This design comes from an exercise in tuning for small area on the open sky130 flow, not from production work.
In this exercise RTL edits were held to simulation tests only and were not proved equivalent to the original.
The clock input has no modelled driver; a real chip could not lean on it and would need a root buffer or a full tree.
Power figures rest on the tool's default switching activity, not on a simulated workload.

Setup of rev 12:
## top
module top (
    input clk,
    input rst,
    input [1:0] baud_fix,
    input [7:0] data_in,
    input sbtn,
    input rx_pin,
    input loopback_en,
    output tx,
    output [7:0] data_out
);
Size in the first run: about 350 cells after synthesis, ~24 I/O pins, about 2900 sq um of cells after synthesis.
make LEC_CHECK=0 ABC_AREA=1 CAP_MARGIN=20 CORE_MARGIN=2 CORE_UTILIZATION=40 SLEW_MARGIN=20 finish   # period 10.0 ns
run.sh (not shown) runs the stock make flow with config.mk's settings and CLKGATE_MAP_FILE= SYNTH_SCRIPT=/design/flow/synth_recipe.tcl, a recipe that flattens the netlist after the stock synthesis.
Every stage of the flow completed for rev 12, and the final layout passed the timing, DRC and antenna checks.
[inputs] rev 13 vs rev 12
==> flow/flow/run.sh (new file) <==
#!/bin/bash
# Standard ORFS layout, with plain buf_1 port buffers and a clock tree
# without dummy balancing loads. Each step's full output goes to its own log here.
set -euo pipefail
cd "$(dirname "$0")/.."
bash standard.sh \
  BUFFER_PORTS_ARGS="-buffer_cell sky130_fd_sc_hd__buf_1" \
  CTS_ARGS="-sink_clustering_enable -repair_clock_nets -dont_use_dummy_load" \
  finish > flow_make.log 2>&1
==> flow/standard.sh (new file) <==
#!/bin/bash
# synth_recipe.tcl (not shown) runs the flow's synth.tcl, then flattens the netlist and writes it again
# the make line also repeats each setting of config.mk as NAME=value (left out here)
make -C /OpenROAD-flow-scripts/flow DESIGN_CONFIG=/design/flow/config.mk WORK_HOME=/design/flow/orfs CLKGATE_MAP_FILE= SYNTH_SCRIPT=/design/flow/synth_recipe.tcl "${@:-finish}"
removed: flow/run.sh
==> comparison <==
Compared with rev 12, in rev 13 worst setup skew after layout now sits higher, final HPWL from detailed placement picked up an extra about 1.8%, number of optimization iterations in the first detailed-route pass level.
[rev 13 vs rev 12] clock share of power: lower in rev 13
Delta (rev 13 minus rev 12): number of clock-tree buffers in the layout went down 1; ratio of final minimum period to clock period has decreased; sum of routed wire length over all layers went down by 1.7%; total length of routed met2 wires picked up an extra 46 microns; mean routed wirelength per cell essentially unchanged.
Diff rev 13 and rev 12: hold slack lower in rev 13
Global-route usage for rev 13 is higher than for rev 12.

Another version of the RTL of top (not shown whole).
Size in the first run: ~60 flip-flops, ~24 I/O pins.
## top
module top (
    input clk,
    input rst,
    input [1:0] baud_fix,
    input [7:0] data_in,
    input sbtn,
    input rx_pin,
    input loopback_en,
    output tx,
    output [7:0] data_out
);
Settings: LEC_CHECK=0, CAP_MARGIN=20, CORE_MARGIN=2, CORE_UTILIZATION=85, SLEW_MARGIN=20; clock period 10.0 ns.
standard.sh (not shown) runs the stock make flow with config.mk's settings and CLKGATE_MAP_FILE= SYNTH_SCRIPT=/design/flow/synth_recipe.tcl, a recipe that flattens the netlist after the stock synthesis.
==> flow/flow/run.sh <==
#!/bin/bash
# Own layout flow: the standard ORFS flow (standard.sh) with
#  - synthesis: the standard flow's script, but abc maps with an area-oriented script,
#  - port buffers: sky130_fd_sc_hd__buf_1,
#  - clock: a few hand-placed clock buffers instead of TritonCTS's tree.
# make's full output goes to flow_make.log here; each ORFS step also keeps
# its own log under orfs/logs/.
set -euo pipefail
F="$(cd "$(dirname "$0")" && pwd)"
cd "$F/.."
bash standard.sh \
  SYNTH_SCRIPT="$F/synth.tcl" \
  BUFFER_PORTS_ARGS="-buffer_cell sky130_fd_sc_hd__buf_1" \
  PRE_CTS_TCL="$F/cts_pre.tcl" \
  MANUAL_CLKBUF_COUNT=2 MANUAL_CLKBUF_CELL=sky130_fd_sc_hd__clkbuf_16 \
  finish > flow_make.log 2>&1
==> flow/flow/abc_min1.script <==
strash
&get -n
&deepsyn -T 20 -S 3
&put
dch -f
amap
topo
==> flow/flow/abc_min2.script <==
strash
&get -n
&deepsyn -T 20 -S 3
&put
amap
topo
==> flow/flow/abc_min3.script <==
strash
&get -n
&deepsyn -T 20 -S 1
&put
dch -f
amap
topo
==> flow/flow/abc_min4.script <==
strash
&get -n
&deepsyn -T 20 -S 1
&put
amap
topo
Other scripts of this flow, unchanged in this note and not shown: flow/flow/clkbuf.tcl, flow/flow/cts_pre.tcl, flow/flow/synth.tcl
The first run died in 4_1_cts (DPL-0033).
Rerun with:
==> flow/flow/abc_min_1.script (new file) <==
strash
&get -n
&deepsyn -T 60 -S 1
&put
dch -f
amap
topo
==> flow/flow/abc_min_2.script (new file) <==
strash
&get -n
&deepsyn -T 60 -S 2
&put
dch -f
amap
topo
==> flow/flow/abc_min_3.script (new file) <==
strash
&get -n
&deepsyn -T 60 -S 3
&put
dch -f
amap
topo
==> flow/flow/abc_min_4.script (new file) <==
strash
&get -n
&deepsyn -T 60 -S 4
&put
dch -f
amap
topo
==> flow/flow/abc_min_5.script (new file) <==
strash
&get -n
&deepsyn -T 60 -S 5
&put
dch -f
amap
topo
==> flow/flow/abc_min_6.script (new file) <==
strash
&get -n
&deepsyn -T 60 -S 6
&put
dch -f
amap
topo
Settings changed: CORE_UTILIZATION 85 to 65.
removed: flow/flow/abc_min1.script
removed: flow/flow/abc_min2.script
removed: flow/flow/abc_min3.script
removed: flow/flow/abc_min4.script
Result:
- The changed run finished clean
- synthesized area falls by 0.63%
- synthesized cell count falls by 0.50%
In the second run of this note the design's own scripts or RTL, not TritonCTS, make the clock network.

== juniper ==
top again, from the RTL that the note above started with.
Settings: LEC_CHECK=0, CAP_MARGIN=20, CORE_MARGIN=2, CORE_UTILIZATION=65, SLEW_MARGIN=20; clock period 10.0 ns.
==> flow/flow/run.sh <==
#!/bin/bash
# Own layout flow: the standard ORFS flow (standard.sh) with
#  - synthesis: the standard flow's script, but abc maps with an area-oriented script,
#  - port buffers: sky130_fd_sc_hd__buf_1,
#  - clock: a few hand-placed clock buffers instead of TritonCTS's tree.
# make's full output goes to flow_make.log here; each ORFS step also keeps
# its own log under orfs/logs/.
set -euo pipefail
F="$(cd "$(dirname "$0")" && pwd)"
cd "$F/.."
bash standard.sh \
  SYNTH_SCRIPT="$F/synth.tcl" \
  BUFFER_PORTS_ARGS="-buffer_cell sky130_fd_sc_hd__buf_1" \
  PRE_CTS_TCL="$F/cts_pre.tcl" \
  MANUAL_CLKBUF_COUNT=4 MANUAL_CLKBUF_CELL=sky130_fd_sc_hd__clkbuf_8 \
  finish > flow_make.log 2>&1
==> flow/flow/abc_min1.script <==
strash
&get -n
&deepsyn -T 20 -S 3
&put
dch -f
amap
topo
==> flow/flow/abc_min2.script <==
strash
&get -n
&deepsyn -T 20 -S 3
&put
amap
topo
==> flow/flow/abc_min3.script <==
strash
&get -n
&deepsyn -T 20 -S 1
&put
dch -f
amap
topo
==> flow/flow/abc_min4.script <==
strash
&get -n
&deepsyn -T 20 -S 1
&put
amap
topo
Other scripts of this flow, unchanged in this note and not shown: flow/flow/clkbuf.tcl, flow/flow/cts_pre.tcl, flow/flow/synth.tcl
juniper went all the way through synthesis, placement and routing and the layout is clean on timing, DRC and antenna.
Input changes introduced in cedar (baseline for comparison: juniper):
==> flow/flow/abc_min_1.script (new file) <==
strash
&get -n
&deepsyn -T 60 -S 1
&put
dch -f
amap
topo
==> flow/flow/abc_min_2.script (new file) <==
strash
&get -n
&deepsyn -T 60 -S 2
&put
dch -f
amap
topo
==> flow/flow/abc_min_3.script (new file) <==
strash
&get -n
&deepsyn -T 60 -S 3
&put
dch -f
amap
topo
==> flow/flow/abc_min_4.script (new file) <==
strash
&get -n
&deepsyn -T 60 -S 4
&put
dch -f
amap
topo
==> flow/flow/abc_min_5.script (new file) <==
strash
&get -n
&deepsyn -T 60 -S 5
&put
dch -f
amap
topo
==> flow/flow/abc_min_6.script (new file) <==
strash
&get -n
&deepsyn -T 60 -S 6
&put
dch -f
amap
topo
removed: flow/flow/abc_min1.script
removed: flow/flow/abc_min2.script
removed: flow/flow/abc_min3.script
removed: flow/flow/abc_min4.script
### Flow results
Number of nets in the layout, cedar and juniper: larger value in juniper
Per the comparison of cedar with juniper, number of cells in the finished layout apart from fillers dropped about 0.36%; synthesized cell count dropped about 0.5%; sequential share of layout area climbed 0.34 points.
A startpoint of the most critical setup path of baud_fix[1] is what cedar shows, while baud_fix[0] belongs to juniper.
cedar vs juniper: worst path arrival time up
Comparing cedar and juniper, share of the core filled with cells in the final layout is higher on juniper.
Between juniper and cedar, the post-synthesis share of cell area spent on full adders, half adders and majority gates does not differ in any meaningful way.
NOTE cell-internal power juniper->cedar decreased by a few percent
No run of this note takes its clock network from TritonCTS; it comes from the design's own scripts or RTL.

Setup of alpha:
The RTL this note starts from:
==> flow/design.v <==
module baud (
    input clk,
    input rst,
    input [1:0] baud_fix,
    output clk_out1,
    output clk_out2
);
  reg [13:0] lfsr1_q;    
  wire [13:0] lfsr1 = lfsr1_q ^ 14'd10922;
  reg [13:0] lfsr1_d;
  reg [13:0] lfsr1_end;    
  reg [13:0] lfsr1_care;   
  always @* begin
    case (baud_fix)
      2'b00: begin lfsr1_end = 14'b00100000110001; lfsr1_care = 14'b10110111111111; end   
      2'b01: begin lfsr1_end = 14'b00101000010001; lfsr1_care = 14'b10101111011111; end   
      2'b10: begin lfsr1_end = 14'b00100000100000; lfsr1_care = 14'b10100101111110; end   
      default: begin lfsr1_end = 14'b00100000000000; lfsr1_care = 14'b10100101011110; end   
    endcase
  end
  assign clk_out1 = ~|((lfsr1 ^ lfsr1_end) & lfsr1_care);
  always @* begin
    if (rst)        lfsr1_d = 14'd447;
    else if (clk_out1) lfsr1_d = 14'd895;
    else            lfsr1_d = {lfsr1[12:0], ~(lfsr1[13] ^ lfsr1[1] ^ lfsr1[6] ^ lfsr1[8])};
  end
  always @(posedge clk) lfsr1_q <= lfsr1_d ^ 14'd10922;
  reg [9:0] lfsr2_q;    
  wire [9:0] lfsr2 = lfsr2_q ^ 10'd341;
  reg [9:0] lfsr2_d;
  reg [9:0] lfsr2_end;    
  reg [9:0] lfsr2_care;   
  always @* begin
    case (baud_fix)
      2'b00: begin lfsr2_end = 10'b0111001010; lfsr2_care = 10'b0111111110; end   
      2'b01: begin lfsr2_end = 10'b0110001011; lfsr2_care = 10'b0110111111; end   
      2'b10: begin lfsr2_end = 10'b0110100010; lfsr2_care = 10'b0110110110; end   
      default: begin lfsr2_end = 10'b0010100011; lfsr2_care = 10'b0010110011; end   
    endcase
  end
  assign clk_out2 = ~|((lfsr2 ^ lfsr2_end) & lfsr2_care);
  always @* begin
    if (rst)        lfsr2_d = 10'd703;
    else if (clk_out2) lfsr2_d = 10'd383;
    else            lfsr2_d = {lfsr2[8:0], ~(lfsr2[9] ^ lfsr2[2])};
  end
  always @(posedge clk) lfsr2_q <= lfsr2_d ^ 10'd341;
endmodule
module tx (
    input clk,
    input rst,
    input clk_out1,
    input [7:0] data_in,
    input sbtn,
    output tx
);
  localparam [3:0] IDLE = 4'b0000, START = 4'b0001, SBIT = 4'b0010;
  reg [7:0] shift_reg;
  reg [3:0] state;
  wire [2:0] q_next = {state[1:0], state[2] ^ state[0] ^ (state[1:0] == 2'b00)};
  always @(posedge clk) begin
    if (state == IDLE)
      shift_reg <= {data_in[3], data_in[4], data_in[5], data_in[7],
                    data_in[2], data_in[6], data_in[1], data_in[0]};
  end
  always @(posedge clk or posedge rst) begin
    if (rst) state <= IDLE;
    else if (state[3]) begin
      if (clk_out1) state <= (state[2:0] == 3'b100) ? IDLE : {1'b1, q_next};
    end else case (state)
      IDLE:  if (sbtn) state <= START;
      START: if (clk_out1 & ~sbtn) state <= SBIT;
      SBIT:  if (clk_out1) state <= 4'b1000;
      default: state <= IDLE;
    endcase
  end
  assign tx = state[3] ? shift_reg[state[2:0]] : ~state[1];
endmodule
module rx (
    input clk,
    input clk_out2,
    input rx,
    input rst,
    output reg [7:0] data_out
);
  localparam [3:0] LO_POL = 4'b0101, HI_POL = 4'b0101;
  reg [3:0] lo_q;
  reg [3:0] hi_q;
  wire [3:0] lo = lo_q ^ LO_POL;
  wire [3:0] hi = hi_q ^ HI_POL;
  reg [3:0] lo_d;
  reg [3:0] hi_d;
  reg [7:0] shift;
  wire lo_mid  = (lo == 4'd10);                  
  wire lo_wrap = (lo == 4'd8);                   
  wire hi_0    = ~hi[0] & ~hi[2];                
  wire hi_9    = hi[3] & ~hi[2] & ~hi[1];        
  wire check   = hi_0 & (lo_mid | (lo == 4'd0));
  wire stop    = hi_9 & lo_mid;
  wire [3:0] lo_next = {lo[2:0], lo[3] ^ lo[2] ^ (lo[2:0] == 3'd0)};
  wire [3:0] hi_next = {hi[2:0], ~(hi[3] ^ hi[2])};
  always @* begin
    lo_d = lo;
    hi_d = hi;
    if (rst) begin
      lo_d = 4'd0;
      hi_d = 4'd0;
    end else if (clk_out2) begin
      if ((check & rx) | stop) begin
        lo_d = 4'd0;
        hi_d = 4'd0;
      end else begin
        lo_d = lo_next;
        if (lo_wrap) hi_d = hi_next;
      end
    end
  end
  always @(posedge clk) begin
    lo_q <= lo_d ^ LO_POL;
    hi_q <= hi_d ^ HI_POL;
  end
  always @(posedge clk) begin
    if (clk_out2 & lo_mid) shift <= {rx, shift[7:1]};
  end
  always @(posedge clk or posedge rst) begin
    if (rst) data_out <= 8'd0;
    else if (clk_out2 & stop & rx) data_out <= shift;
  end
endmodule
module top (
    input clk,
    input rst,
    input [1:0] baud_fix,
    input [7:0] data_in,
    input sbtn,
    input rx_pin,
    input loopback_en,
    output tx,
    output [7:0] data_out
);
  wire clk_out1;
  wire clk_out2;
  wire rx_int = loopback_en ? tx : rx_pin;
  tx inst1 (.clk(clk), .rst(rst), .clk_out1(clk_out1), .data_in(data_in),
            .sbtn(sbtn), .tx(tx));
  rx inst2 (.clk(clk), .rst(rst), .clk_out2(clk_out2), .rx(rx_int),
            .data_out(data_out));
  baud inst3 (.clk(clk), .rst(rst), .baud_fix(baud_fix),
              .clk_out1(clk_out1), .clk_out2(clk_out2));
endmodule
==> flow/config.mk <==
export PLATFORM = sky130hd
export DESIGN_NAME = top
export DESIGN_NICKNAME = top
export VERILOG_FILES = /design/flow/design.v
export SDC_FILE = /design/flow/constraint.sdc
export NUM_CORES = 4
export LEC_CHECK = 0
export CAP_MARGIN = 20
export CORE_MARGIN = 2
export CORE_UTILIZATION = 65
export SLEW_MARGIN = 20
==> flow/constraint.sdc <==
create_clock -name core_clock -period 10.0 [get_ports {clk}]
set_input_delay 2.0000 -clock core_clock [delete_from_list [all_inputs] [get_ports {clk}]]
set_output_delay 2.0000 -clock core_clock [all_outputs]
set_load 0.01 [all_outputs]
==> flow/flow/run.sh <==
#!/bin/bash
# Own layout flow: the standard ORFS flow (standard.sh) with
#  - synthesis: the standard flow's script, but abc maps with an area-oriented script,
#  - port buffers: sky130_fd_sc_hd__buf_1,
#  - clock: a few hand-placed clock buffers instead of TritonCTS's tree.
# make's full output goes to flow_make.log here; each ORFS step also keeps
# its own log under orfs/logs/.
set -euo pipefail
F="$(cd "$(dirname "$0")" && pwd)"
cd "$F/.."
bash standard.sh \
  SYNTH_SCRIPT="$F/synth.tcl" \
  BUFFER_PORTS_ARGS="-buffer_cell sky130_fd_sc_hd__buf_1" \
  PRE_CTS_TCL="$F/cts_pre.tcl" \
  MANUAL_CLKBUF_COUNT=2 MANUAL_CLKBUF_CELL=sky130_fd_sc_hd__clkbuf_16 \
  finish > flow_make.log 2>&1
==> flow/flow/abc_min_01.script <==
strash
&get -n
&deepsyn -T 60 -S 1
&put
dch -f
amap
topo
==> flow/flow/abc_min_02.script <==
strash
&get -n
&deepsyn -T 60 -S 2
&put
dch -f
amap
topo
==> flow/flow/abc_min_03.script <==
strash
&get -n
&deepsyn -T 60 -S 3
&put
dch -f
amap
topo
==> flow/flow/abc_min_04.script <==
strash
&get -n
&deepsyn -T 60 -S 4
&put
dch -f
amap
topo
==> flow/flow/abc_min_05.script <==
strash
&get -n
&deepsyn -T 60 -S 5
&put
dch -f
amap
topo
==> flow/flow/abc_min_06.script <==
strash
&get -n
&deepsyn -T 60 -S 6
&put
dch -f
amap
topo
==> flow/flow/abc_min_07.script <==
strash
&get -n
&deepsyn -T 60 -S 7
&put
dch -f
amap
topo
==> flow/flow/abc_min_08.script <==
strash
&get -n
&deepsyn -T 60 -S 8
&put
dch -f
amap
topo
==> flow/flow/abc_min_09.script <==
strash
&get -n
&deepsyn -T 60 -S 9
&put
dch -f
amap
topo
==> flow/flow/abc_min_10.script <==
strash
&get -n
&deepsyn -T 60 -S 10
&put
dch -f
amap
topo
==> flow/flow/abc_min_11.script <==
strash
&get -n
&deepsyn -T 60 -S 11
&put
dch -f
amap
topo
==> flow/flow/abc_min_12.script <==
strash
&get -n
&deepsyn -T 60 -S 12
&put
dch -f
amap
topo
Other scripts of this flow, unchanged in this note and not shown: flow/flow/clkbuf.tcl, flow/flow/cts_pre.tcl, flow/flow/synth.tcl
alpha completed every stage of the flow, and the final layout passed the timing, DRC and antenna checks.
Input changes introduced in delta (baseline for comparison: alpha):
==> flow/flow/abc_min_1.script (new file) <==
strash
&get -n
&deepsyn -T 60 -S 1
&put
dch -f
amap
topo
==> flow/flow/abc_min_2.script (new file) <==
strash
&get -n
&deepsyn -T 60 -S 2
&put
dch -f
amap
topo
==> flow/flow/abc_min_3.script (new file) <==
strash
&get -n
&deepsyn -T 60 -S 3
&put
dch -f
amap
topo
==> flow/flow/abc_min_4.script (new file) <==
strash
&get -n
&deepsyn -T 60 -S 4
&put
dch -f
amap
topo
==> flow/flow/abc_min_5.script (new file) <==
strash
&get -n
&deepsyn -T 60 -S 5
&put
dch -f
amap
topo
==> flow/flow/abc_min_6.script (new file) <==
strash
&get -n
&deepsyn -T 60 -S 6
&put
dch -f
amap
topo
removed: flow/flow/abc_min_01.script
removed: flow/flow/abc_min_02.script
removed: flow/flow/abc_min_03.script
removed: flow/flow/abc_min_04.script
removed: flow/flow/abc_min_05.script
removed: flow/flow/abc_min_06.script
removed: flow/flow/abc_min_07.script
removed: flow/flow/abc_min_08.script
removed: flow/flow/abc_min_09.script
removed: flow/flow/abc_min_10.script
removed: flow/flow/abc_min_11.script
removed: flow/flow/abc_min_12.script
### Flow results
Row utilization: delta higher / alpha lower
Per the comparison of delta with alpha, wire length has decreased; die height barely changed.
The part of the power in the clock network reported for delta is greater than that of alpha by 0.6 points.
Switching part of the total was lower in the run labelled alpha.
| total via count after detailed routing | delta vs alpha | ≈ equal |
No run of this note takes its clock network from TritonCTS; it comes from the design's own scripts or RTL.

## what the ideal ports hide
Ports are ideal in the flow. The routed layouts listed here were re-timed in OpenROAD. Step 1 assumes that a clkbuf_16 drives the clock port and a buf_2 every other input. Step 2, shift: input delay + t, output delay - t, t = (earliest + latest rising clock arrival at the registers) / 2. This alone moves slack from input paths to output paths. Slacks: ideal / step 1 / step 2; pairs: ideal / step 1.
run | t (ns) | setup WS [ns] | latest minus earliest clock arrival (ns) | worst data-port slew with drivers (ns)
rev 12 | 0.360 | 6.463 / 6.470 / 6.110 | 0.010 / 0.009 | 0.03
rev 13 | 0.362 | 6.853 / 6.862 / 6.500 | 0.022 / 0.022 | 0.04
the second run of note 2 | 0.207 | 5.497 / 5.521 / 5.314 | 0.009 / 0.008 | 0.03
juniper | 0.196 | 5.991 / 6.015 / 5.819 | 0.021 / 0.020 | 0.03
cedar | 0.195 | 5.471 / 5.497 / 5.302 | 0.034 / 0.034 | 0.03
alpha | 0.207 | 5.778 / 5.796 / 5.589 | 0.013 / 0.013 | 0.03
delta | 0.206 | 5.666 / 5.686 / 5.480 | 0.006 / 0.006 | 0.03
After both steps setup and hold are still met in every run listed.
